Background: an optimization exercise with open tools, aiming at small area. Do not read the settings as production practice.
Only simulation tests tie the RTL to the original design; equivalence was not proved.
Power is estimated from default activity; no workload was simulated.

## fm_rx
module fm_rx (
	input clk,
	input rst,
	input [9:0] adc_data,
	output [11:0] audio,
	output reg audio_valid
);
reg [6:0] cnt;        
reg       started;    
reg [2:0] pc;         
reg       rst_d, rst_dd;
wire first = ~started;
wire c99 = (cnt == 7'd99);
always @(posedge clk) begin
	if (rst) begin
		cnt <= 7'd0;
		started <= 1'b0;
		pc <= 3'd0;
		rst_d <= 1'b1;
		rst_dd <= 1'b1;
	end else begin
		cnt <= c99 ? 7'd0 : cnt + 7'd1;
		started <= started | c99;
		if (c99 && pc != 3'd6) pc <= pc + 3'd1;
		rst_d <= 1'b0;
		rst_dd <= rst_d;
	end
end
wire clr = rst | rst_d | rst_dd;
reg [10:0] a1;
reg [11:0] a2;
reg [9:0]  a3;
wire g0 = first && (cnt == 7'd3);
wire g1 = first && (cnt == 7'd4);
wire g2 = first && (cnt == 7'd5);
wire [10:0] a1_n;
wire [11:0] a2_g, a3_g;
wire        a1_c, a2_c, a3_c;
rca #(11) add_a1 (.a({1'b0, adc_data}), .b(g0 ? a1 : 11'd0), .ci(1'b0), .s(a1_n), .co(a1_c));
rca #(12) sub_a2 (.a({a1, 1'b0}), .b(~a2), .ci(1'b1), .s(a2_g), .co(a2_c));
rca #(12) sub_a3 (.a(a2), .b(~{2'b0, a3}), .ci(1'b1), .s(a3_g), .co(a3_c));
always @(posedge clk) begin
	if (rst) begin
		a1 <= 11'd0;
		a2 <= 12'd0;
		a3 <= 10'd0;
	end else begin
		a1 <= (first && cnt[6:1] == 6'd0) ? 11'd0 : a1_n;
		a2 <= g1 ? a2_g : {1'b0, a1};
  ...
For scale: about 2300 cells after synthesis, roughly 770 flip-flops, about 28000 um2 of cells after synthesis.
Settings: LEC_CHECK=0, CAP_MARGIN=20, CORE_MARGIN=2, CORE_UTILIZATION=40, SLEW_MARGIN=20, SYNTH_MEMORY_MAX_BITS=16384; clock period 7.0 ns.
run.sh (not shown) runs the stock make flow with config.mk's settings and CLKGATE_MAP_FILE= SYNTH_SCRIPT=/design/flow/synth_recipe.tcl, a recipe that flattens the netlist after the stock synthesis.
Edit:
--- a/flow/design.v
+++ b/flow/design.v
@@ -86,29 +86,25 @@
 end
 wire clr = rst | rst_d | rst_dd;
 reg [10:0] a1;
 reg [11:0] a2;
 reg [9:0]  a3;
 wire g0 = first && (cnt == 7'd3);
 wire g1 = first && (cnt == 7'd4);
 wire g2 = first && (cnt == 7'd5);
-wire [10:0] a1_n;
-wire [11:0] a2_g, a3_g;
-wire        a1_c, a2_c, a3_c;
-rca #(11) add_a1 (.a({1'b0, adc_data}), .b(g0 ? a1 : 11'd0), .ci(1'b0), .s(a1_n), .co(a1_c));
-rca #(12) sub_a2 (.a({a1, 1'b0}), .b(~a2), .ci(1'b1), .s(a2_g), .co(a2_c));
-rca #(12) sub_a3 (.a(a2), .b(~{2'b0, a3}), .ci(1'b1), .s(a3_g), .co(a3_c));
+wire [11:0] a2_g = {a1, 1'b0} - a2;
+wire [11:0] a3_g = a2 - {2'b0, a3};
 always @(posedge clk) begin
 	if (rst) begin
 		a1 <= 11'd0;
 		a2 <= 12'd0;
 		a3 <= 10'd0;
 	end else begin
-		a1 <= (first && cnt[6:1] == 6'd0) ? 11'd0 : a1_n;
+		a1 <= (first && cnt[6:1] == 6'd0) ? 11'd0 : ({1'b0, adc_data} + (g0 ? a1 : 11'd0));
 		a2 <= g1 ? a2_g : {1'b0, a1};
 		a3 <= g2 ? a3_g[10:1] : a2[9:0];
 	end
 end
 wire [1:0] p1 = cnt[1:0];
 wire [1:0] p2 = cnt[1:0] - 2'd1;
 wire [1:0] p3 = cnt[1:0] - 2'd2;
 wire m1 = g0;         
@@ -214,26 +210,21 @@
 		Ip <= {Ip[0], Ip[11:1]};
 		Qp <= {Qp[0], Qp[11:1]};
 	end else if (started && cnt == 7'd58) begin
 		Ip <= Id;
 		Qp <= Qd;
 	end
 end
 reg [11:0] F0, F1, F2, F3, F4, F5;
-wire [11:0] Xn = {R[9:0], e11, e10};
-wire fsh = (cnt >= 7'd98) || (cnt <= 7'd1);
-wire [2:0] xd = (dsel == 2'd2) ? Xn[2:0] : (dsel == 2'd3) ? Xn[5:3] : (dsel == 2'd0) ? Xn[8:6] : Xn[11:9];
-always @(posedge clk) begin
-	F0 <= {fsh ? xd      : F0[2:0], F0[11:3]};
-	F1 <= {fsh ? F0[2:0] : F1[2:0], F1[11:3]};
-	F2 <= {fsh ? F1[2:0] : F2[2:0], F2[11:3]};
-	F3 <= {fsh ? F2[2:0] : F3[2:0], F3[11:3]};
-	F4 <= {fsh ? F3[2:0] : F4[2:0], F4[11:3]};
-	F5 <= {fsh ? F4[2:0] : F5[2:0], F5[11:3]};
+always @(posedge clk) begin
+	if (cnt == 7'd1) begin
+		F0 <= {R[9:0], e11, e10};
+		F1 <= F0; F2 <= F1; F3 <= F2; F4 <= F3; F5 <= F4;
+	end
 end
 always @(posedge clk) begin
 	if (rst)
 		audio_valid <= 1'b0;
 	else
 		audio_valid <= started && (cnt == 7'd1);
 end
 assign audio = (pc == 3'd6) ? F5 : 12'd0;
Outcome:
- The new run finished clean
- non-clock buffer count stays the same
- wire length rose by 7.3%
- total power decreases by 2.3%
- flip-flop and latch count does not change
- sequential share of layout area rose by 0.57 points
- sequential power shrinks by 3.8%
- clock power hardly moves

[what the ideal ports hide]
Ports are ideal in the flow. The routed layouts listed here were re-timed in OpenROAD. Step 1 (the two cells are an assumption about what drives the block):
set clk [get_ports {clk}]
set_driving_cell -lib_cell sky130_fd_sc_hd__clkbuf_16 $clk
set_driving_cell -lib_cell sky130_fd_sc_hd__buf_2 [delete_from_list [all_inputs] $clk]
Step 2 adds t to the input delays and takes it off the output delays; t is the mean of the earliest and latest rising clock arrival at the registers after step 1. Input paths then give back, and output paths get back, about the clock's delay inside the block. Three values: no drivers, after step 1, after step 2; two values: the first two.
| run | t, ns | slack for setup (ns) | clock arrival spread, ns | worst data-port slew with drivers (ns) |
|---|---|---|---|---|
| the first run | 0.688 | 0.727 / 0.727 / 0.727 | 0.031 / 0.031 | 0.08 |
| the second run | 0.666 | 0.898 / 0.898 / 0.898 | 0.026 / 0.026 | 0.03 |
After both steps every run listed still meets setup and hold.
